What follows belongs to an exercise in optimizing a design on an open flow for small area; a production flow would make more cautious choices.
In this exercise RTL edits were held to simulation tests only and were not proved equivalent to the original.
No driver is modelled on the clock port, so clocking that relies on it looks cheaper here than on a real chip.
Power figures rest on the tool's default switching activity, not on a simulated workload.

Setup of v34:
// SlaveFPGA
module SlaveFPGA(
           clk, reset, start_lower_adc, start_upper_adc, serial_data_out,
           lower_adc_error, upper_adc_error,
           SMT_MD, PDZ, NAPZ, ENTRI, INTUPZ, PGA,
           SCLK0, CNVST0, RD0, CS0, RESET0, OB2C0, PD0, SDOUT0, RDERROR0, BUSY0,
           SCLK1, CNVST1, RD1, CS1, RESET1, OB2C1, PD1, SDOUT1, RDERROR1, BUSY1
       );
==> module AdcController, before the edit <==
module AdcController(
           clk, reset, start_acquisition, data_enable, is_error, data_out,
           SCLK, CNVST, RD, CS, RESET, OB2C, PD, SDOUT, RDERROR, BUSY
       );
localparam [6:0] CNT_SEED = 7'b0011101;
input clk, reset, start_acquisition;
input RDERROR, BUSY, SDOUT;
output data_enable, is_error;
output [15:0] data_out;
output reg SCLK;
output CNVST, CS, RESET;
output RD, OB2C, PD;
reg [15:0] data;
reg [6:0] counter;
reg [31:0] wrap;
reg [4:0] s;
reg error;
wire counter_low = !counter[4] || counter[3] || !counter[2] || counter[1] || !counter[0];
wire counter_done = counter[6] && !counter[3] && counter[2] && !counter[1] && counter[0];
wire in_acq   = (s[4]) || (s[1] && s[2] && s[3]) || (s[0] && s[1] && s[2]);
wire is_rst   = (s[0] && !s[2] && !s[3] && !s[4]) || (!s[0] && s[2] && !s[3] && !s[4]);
wire is_up    = (!s[0] && !s[1] && !s[4]) || (!s[1] && s[2] && !s[3] && !s[4]);
wire is_down  = (s[0] && !s[2] && s[3] && !s[4]);
wire is_ready = (!s[0] && !s[2] && !s[4]);
wire is_after = (s[0] && s[2] && s[3] && !s[4]);
wire g        = (!s[2] && !s[3] && s[4]) || (!s[0] && s[2] && s[3]) || (s[0] && !s[1] && !s[3]) || (!s[0] && !s[2] && !s[4]) || (s[0] && !s[3] && s[4]) || (s[0] && s[1] && !s[2] && s[4]);
wire h        = (s[2] && s[4]) || (s[3] && s[4]) || (!s[1] && s[4]) || (!s[0] && s[4]) || (s[0] && s[1] && s[3]);
wire wrap_low_zero = wrap[30:0] == 31'd0;
wire wrap_last = wrap[31] && wrap_low_zero;
always @(posedge clk) begin
    if (is_ready && start_acquisition)
        wrap <= 32'd0;
    else
        wrap <= {wrap[30:0], wrap[31] ^ wrap[21] ^ wrap[1] ^ wrap[0] ^ wrap_low_zero};
end
always @(posedge clk) begin
    if (is_ready && start_acquisition || wrap_last)
        counter <= CNT_SEED;
    else
        counter <= {~counter[5:0], !((counter[6] ~^ counter[5]) && counter_low)};
end
always @(posedge clk) if (!SCLK && s == 5'd22) data[15] <= SDOUT;
always @(posedge clk) if (!SCLK && s == 5'd28) data[14] <= SDOUT;
always @(posedge clk) if (!SCLK && s == 5'd25) data[13] <= SDOUT;
always @(posedge clk) if (!SCLK && s == 5'd18) data[12] <= SDOUT;
always @(posedge clk) if (!SCLK && s == 5'd21) data[11] <= SDOUT;
always @(posedge clk) if (!SCLK && s == 5'd27) data[10] <= SDOUT;
always @(posedge clk) if (!SCLK && s == 5'd23) data[9] <= SDOUT;
always @(posedge clk) if (!SCLK && s == 5'd31) data[8] <= SDOUT;
always @(posedge clk) if (!SCLK && s == 5'd30) data[7] <= SDOUT;
always @(posedge clk) if (!SCLK && s == 5'd29) data[6] <= SDOUT;
always @(posedge clk) if (!SCLK && s == 5'd26) data[5] <= SDOUT;
always @(posedge clk) if (!SCLK && s == 5'd20) data[4] <= SDOUT;
always @(posedge clk) if (!SCLK && s == 5'd24) data[3] <= SDOUT;
always @(posedge clk) if (!SCLK && s == 5'd16) data[2] <= SDOUT;
always @(posedge clk) if (!SCLK && s == 5'd17) data[1] <= SDOUT;
always @(posedge clk) if (!SCLK && s == 5'd19) data[0] <= SDOUT;
wire advance = !SCLK || is_rst || (is_up && BUSY) || (is_down && !BUSY) ||
               (is_ready && start_acquisition) || (is_after && counter_done);
always @(posedge clk) begin
    if (reset) begin
        error <= 0;
        SCLK <= 1;
    end else if (RDERROR) begin
        error <= 1;
    end else if (!error && in_acq) begin
        SCLK <= !SCLK;
    end
end
always @(posedge clk) begin
    if (reset || !error && !RDERROR && advance)
        s <= reset ? 5'd1 : {h, s[2:0], g};
end
assign data_out = data;
assign data_enable = is_after && !error;
assign is_error = error;
assign RESET = is_rst;
assign CNVST = (!s[2] && !s[3] && !s[4]) || (!s[0] && !s[1] && !s[4]) || (!s[1] && !s[2] && !s[4]) || (!s[0] && !s[3] && !s[4]);
assign CS = !in_acq;
assign RD = 0;
assign OB2C = 0;
assign PD = 0;
endmodule
==> flow/config.mk <==
export PLATFORM = sky130hd
export DESIGN_NAME = SlaveFPGA
export DESIGN_NICKNAME = SlaveFPGA
export VERILOG_FILES = /design/flow/design.v
export SDC_FILE = /design/flow/constraint.sdc
export NUM_CORES = 4
export LEC_CHECK = 0
export CAP_MARGIN = 20
export CORE_MARGIN = 2
export CORE_UTILIZATION = 45
export SLEW_MARGIN = 20
==> flow/constraint.sdc <==
create_clock -name core_clock -period 8.0 [get_ports {clk}]
set_input_delay 1.6000 -clock core_clock [delete_from_list [all_inputs] [get_ports {clk}]]
set_output_delay 1.6000 -clock core_clock [all_outputs]
set_load 0.01 [all_outputs]
standard.sh (not shown) runs the stock make flow with config.mk's settings and CLKGATE_MAP_FILE= SYNTH_SCRIPT=/design/flow/synth_recipe.tcl, a recipe that flattens the netlist after the stock synthesis.
==> flow/flow/run.sh <==
#!/bin/bash
# Standard layout (the standard.sh) with these changes:
# - synthesis is the standard flow's own script (synth_recipe.tcl, unchanged) except that ABC
#   maps with flow/abc_area.script (flow/synth.tcl); the registers are the same;
# - after floorplan (flow/post_floorplan.tcl), combinational cells get the
#   smallest drive strength of their family (later repair steps size up as
#   needed), and tie cells that use only HI are paired with ones that use only
#   LO, each pair becoming one conb_1 using both outputs;
# - port buffers use the smallest buffer (buf_1) instead of ORFS's default choice;
# - clock tree from clkbuf_4 buffers, without CTS dummy loads; a clock
#   buffer whose flip-flops would see a slow clock edge becomes a clkbuf_8
#   (flow/clock_slew.tcl).
# make's output goes to standard_flow.log; each ORFS step keeps its own log
# under orfs/logs/.
set -euo pipefail
bash standard.sh \
  "SYNTH_SCRIPT=$(pwd)/flow/synth.tcl" \
  "POST_FLOORPLAN_TCL=$(pwd)/flow/post_floorplan.tcl" \
  "POST_CTS_TCL=$(pwd)/flow/clock_slew.tcl" \
  'BUFFER_PORTS_ARGS=-buffer_cell sky130_fd_sc_hd__buf_1' \
  'CTS_ARGS=-sink_clustering_enable -repair_clock_nets -buf_list sky130_fd_sc_hd__clkbuf_4 -dont_use_dummy_load' \
  finish > standard_flow.log 2>&1
Other scripts of this flow, unchanged in this note and not shown: flow/flow/abc_area.script, flow/flow/clock_slew.tcl, flow/flow/post_floorplan.tcl, flow/flow/synth.tcl
Setup changes, v34 to v32
--- a/flow/design.v
+++ b/flow/design.v
@@ -25,5 +25,4 @@
 reg [15:0] data;
 reg [6:0] counter;
-reg [31:0] wrap;
 reg [4:0] s;
 reg error;
@@ -38,14 +37,6 @@
 wire g        = (!s[2] && !s[3] && s[4]) || (!s[0] && s[2] && s[3]) || (s[0] && !s[1] && !s[3]) || (!s[0] && !s[2] && !s[4]) || (s[0] && !s[3] && s[4]) || (s[0] && s[1] && !s[2] && s[4]);
 wire h        = (s[2] && s[4]) || (s[3] && s[4]) || (!s[1] && s[4]) || (!s[0] && s[4]) || (s[0] && s[1] && s[3]);
-wire wrap_low_zero = wrap[30:0] == 31'd0;
-wire wrap_last = wrap[31] && wrap_low_zero;
 always @(posedge clk) begin
     if (is_ready && start_acquisition)
-        wrap <= 32'd0;
-    else
-        wrap <= {wrap[30:0], wrap[31] ^ wrap[21] ^ wrap[1] ^ wrap[0] ^ wrap_low_zero};
-end
-always @(posedge clk) begin
-    if (is_ready && start_acquisition || wrap_last)
         counter <= CNT_SEED;
     else
--- outcome ---
On power: v32 sits below v34. First-pass GRT wire length (v32 / v34): 0.66. Compound-cell area share of the yosys netlist in v32 vs v34: up 1.8 points. No stage failed in v32, and the final checks on the layout all came back clean. Diff v34 -> v32: area taken by flip-flops and latches down about 40%, half-perimeter wire length after placement shrank by 1600 um.

Setup of job 235:
The RTL this note starts from:
==> flow/design.v <==
module ReadoutConfigurator(
           SMT_MD, PDZ, NAPZ, ENTRI, INTUPZ, PGA
       );
output SMT_MD, PDZ, NAPZ, ENTRI, INTUPZ;
output [2:0] PGA;
assign SMT_MD = 0;  
assign PDZ = 1;  
assign NAPZ = 1;  
assign ENTRI = 0;
assign INTUPZ = 0;
assign PGA = 3;
endmodule
module AdcController(
           clk, reset, start_acquisition, data_enable, is_error, data_out,
           SCLK, CNVST, RD, CS, RESET, OB2C, PD, SDOUT, RDERROR, BUSY
       );
localparam [4:0] S_RST1 = 5'd5;
localparam [4:0] S_CUP  = 5'd14;
localparam [6:0] CNT_SEED = 7'b1001000;
input clk, reset, start_acquisition;
input RDERROR, BUSY, SDOUT;
output data_enable, is_error;
output [15:0] data_out;
output reg SCLK;
output CNVST, CS, RESET;
output RD, OB2C, PD;
reg [15:0] data;
reg [6:0] counter;
reg [4:0] s;
reg error;
wire counter_low = |counter[5:0];
wire counter_done = !counter_low && !counter[6];
wire in_acq   = s[4] || s[4:1] == 4'b0000;
wire is_rst   = !s[4] && !s[3] && s[2];                  
wire is_wait  = !s[4] && s[3] && (s[2] || !s[1]);        
wire is_ready = s == 5'd3 || s == 5'd10;
wire is_after = s == 5'd2;
always @(posedge clk) begin
    if (is_ready && start_acquisition)
        counter <= CNT_SEED;
    else
        counter <= {counter[5:0], (counter[6] ^ counter[5]) & counter_low};
end
genvar g;
generate
    for (g = 0; g < 16; g = g + 1) begin : gen_data
        always @(posedge clk)
            if (s[4] && !SCLK && s[3:0] == 15 - g) data[g] <= SDOUT;
    end
endgenerate
wire advance = !SCLK || is_rst || (is_wait && (BUSY ^ s[0])) ||
               (is_ready && start_acquisition) || (is_after && counter_done);
always @(posedge clk) begin
    if (reset) begin
        error <= 0;
        SCLK <= 1;
    end else if (RDERROR) begin
        error <= 1;
    end else if (!error && in_acq) begin
        SCLK <= !SCLK;
    end
end
always @(posedge clk) begin
    if (reset || !error && !RDERROR && advance)
        s <= reset ? S_RST1 : is_ready ? S_CUP : s + 1'b1;
end
assign data_out = data;
assign data_enable = is_after && !error;
assign is_error = error;
assign RESET = is_rst;
assign CNVST = !s[4] && (is_rst || s[3:1] == 3'b100 || s[3:0] == 4'b1010);
assign CS = !in_acq;
assign RD = 0;
assign OB2C = 0;
assign PD = 0;
endmodule
module DataSerializer(
           clk, reset, lower_adc_data, upper_adc_data,
           lower_adc_data_enable, upper_adc_data_enable, out_bit
       );
input clk, reset, lower_adc_data_enable, upper_adc_data_enable;
input [15:0] lower_adc_data, upper_adc_data;
output out_bit;
reg [4:0] phase;
reg channel;
reg lower_next_ready, upper_next_ready;
wire idle = phase[4] && !phase[3];
wire take_lower = lower_adc_data_enable && lower_next_ready;
wire take_upper = upper_adc_data_enable && upper_next_ready;
wire take = take_lower || take_upper;
always @(posedge clk) begin
    if (reset)
        phase <= 5'd16;
    else if (idle)
        phase <= {1'b1, take, take, take, 1'b0};
    else
        phase <= phase + 1'b1;
    if (idle)
        channel <= !take_lower;
    lower_next_ready <= !lower_adc_data_enable || (lower_next_ready && !idle);
    upper_next_ready <= !upper_adc_data_enable || (upper_next_ready && (!idle || take_lower));
end
wire [3:0] idx = ~phase[3:0];
wire lo = lower_adc_data[idx];
wire up = upper_adc_data[idx];
assign out_bit = phase[4] ? (phase[3] && (!phase[0] || channel)) : (channel ? up : lo);
endmodule
module SlaveFPGA(
           clk, reset, start_lower_adc, start_upper_adc, serial_data_out,
           lower_adc_error, upper_adc_error,
           SMT_MD, PDZ, NAPZ, ENTRI, INTUPZ, PGA,
           SCLK0, CNVST0, RD0, CS0, RESET0, OB2C0, PD0, SDOUT0, RDERROR0, BUSY0,
           SCLK1, CNVST1, RD1, CS1, RESET1, OB2C1, PD1, SDOUT1, RDERROR1, BUSY1
       );
input clk, reset;
input start_lower_adc, start_upper_adc;
output serial_data_out;
output lower_adc_error, upper_adc_error;
output SMT_MD, PDZ, NAPZ, ENTRI, INTUPZ;
output [2:0] PGA;
output SCLK0, CNVST0, RD0, CS0, RESET0, OB2C0, PD0;
input SDOUT0, RDERROR0, BUSY0;
output SCLK1, CNVST1, RD1, CS1, RESET1, OB2C1, PD1;
input SDOUT1, RDERROR1, BUSY1;
wire [15:0] lower_adc_data_wire, upper_adc_data_wire;
wire lower_adc_data_enable_wire, upper_adc_data_enable_wire;
ReadoutConfigurator readout_configurator(
                        SMT_MD, PDZ, NAPZ, ENTRI, INTUPZ, PGA
                    );
AdcController lower_adc_controller(
                  clk, reset, start_lower_adc, lower_adc_data_enable_wire, lower_adc_error, lower_adc_data_wire,
                  SCLK0, CNVST0, RD0, CS0, RESET0, OB2C0, PD0, SDOUT0, RDERROR0, BUSY0
              );
AdcController upper_adc_controller(
                  clk, reset, start_upper_adc, upper_adc_data_enable_wire, upper_adc_error, upper_adc_data_wire,
                  SCLK1, CNVST1, RD1, CS1, RESET1, OB2C1, PD1, SDOUT1, RDERROR1, BUSY1
              );
DataSerializer data_serializer(
                   clk, reset, lower_adc_data_wire, upper_adc_data_wire, lower_adc_data_enable_wire,
                   upper_adc_data_enable_wire, serial_data_out
               );
endmodule
clock: 8.0 ns
lec_check: 0
cap_margin: 20
core_margin: 2
core_utilization: 45
slew_margin: 20
==> flow/flow/run.sh <==
#!/bin/bash
# Standard layout (the standard.sh, standard synthesis) with two changes:
# - port buffers use the smallest buffer (buf_1) instead of ORFS's default choice;
# - clock tree from clkbuf_4 buffers, without CTS dummy loads.
# make's output goes to standard_flow.log; each ORFS step keeps its own log
# under orfs/logs/.
set -euo pipefail
bash standard.sh \
  'BUFFER_PORTS_ARGS=-buffer_cell sky130_fd_sc_hd__buf_1' \
  'CTS_ARGS=-sink_clustering_enable -repair_clock_nets -buf_list sky130_fd_sc_hd__clkbuf_4 -dont_use_dummy_load' \
  finish > standard_flow.log 2>&1
### job 235 -> job 8107
-- flow/design.v --
<<< job 235, line 85
reg channel;
reg lower_next_ready, upper_next_ready;
wire idle = phase[4] && !phase[3];
wire take_lower = lower_adc_data_enable && lower_next_ready;
wire take_upper = upper_adc_data_enable && upper_next_ready;
wire take = take_lower || take_upper;
always @(posedge clk) begin
    if (reset)
        phase <= 5'd16;
    else if (idle)
        phase <= {1'b1, take, take, take, 1'b0};
    else
        phase <= phase + 1'b1;
    if (idle)
        channel <= !take_lower;
>>> job 8107, line 85
reg channel;
reg lower_next_ready, upper_next_ready;
wire idle = (phase == 0);
wire take_lower = lower_adc_data_enable && lower_next_ready;
wire take_upper = upper_adc_data_enable && upper_next_ready;
always @(posedge clk) begin
    if (reset)
        phase <= 0;
    else if (!idle)
        phase <= phase + 1'b1;
    else if (take_lower || take_upper)
        phase <= 14;
    if (idle)
        channel <= !take_lower;
<<< job 235, line 101
    upper_next_ready <= !upper_adc_data_enable || (upper_next_ready && (!idle || take_lower));
end
wire [3:0] idx = ~phase[3:0];
wire lo = lower_adc_data[idx];
wire up = upper_adc_data[idx];
assign out_bit = phase[4] ? (phase[3] && (!phase[0] || channel)) : (channel ? up : lo);
endmodule
module SlaveFPGA(
>>> job 8107, line 100
    upper_next_ready <= !upper_adc_data_enable || (upper_next_ready && (!idle || take_lower));
end
wire [15:0] data = channel ? upper_adc_data : lower_adc_data;
wire [3:0] index = ~phase[3:0];
assign out_bit = phase[4] ? data[index] : (phase == 14 || (phase == 15 && channel));
endmodule
module SlaveFPGA(
Results
Job 8107: no failed stages, no open violations at the end
The total power of job 8107 was inferior to that of job 235.
[job 8107] post-synthesis share of cell area spent on xor and xnor gates fell 0.86 points relative to job 235
Between job 8107 and job 235, it is job 8107 whose met1 wire length is higher, by 120 um.
Taking job 235 as the reference, in job 8107 smallest hold slack went up 0.011 ns, count of multi-input combinational gates now larger.
Area: job 8107 vs job 235 -> job 8107 larger
Job 8107: die area is about 2% higher than what job 235 reported.

separate check: timing with driven ports:
The flow's constraints put no driver on any port. The routed layouts listed below were extracted and timed again, unchanged, in two steps.
Step 1 (the two cells are an assumption about what drives the block):
set clk [get_ports {clk}]
set_driving_cell -lib_cell sky130_fd_sc_hd__clkbuf_16 $clk
set_driving_cell -lib_cell sky130_fd_sc_hd__buf_2 [delete_from_list [all_inputs] $clk]
Step 2 also shifts input and output timing later by t, the mid clock arrival at the registers, as if the neighbouring blocks saw the same clock.
Slacks: no drivers / after step 1 / after step 2; pairs: no drivers / after step 1.
run | shift t [ns] | setup WS [ns] | hold slack, ns | clock arrival spread, ns
v34 | 0.536 | 3.794 / 3.765 / 4.300 | 0.386 / 0.386 / 0.386 | 0.034 / 0.035
v32 | 0.405 | 3.873 / 3.846 / 4.252 | 0.363 / 0.363 / 0.363 | 0.034 / 0.035
job 235 | 0.392 | 4.149 / 4.122 / 4.515 | 0.454 / 0.454 / 0.454 | 0.029 / 0.029
job 8107 | 0.414 | 4.008 / 3.981 / 4.395 | 0.465 / 0.465 / 0.465 | 0.029 / 0.028
After both steps setup and hold are still met in every run listed.
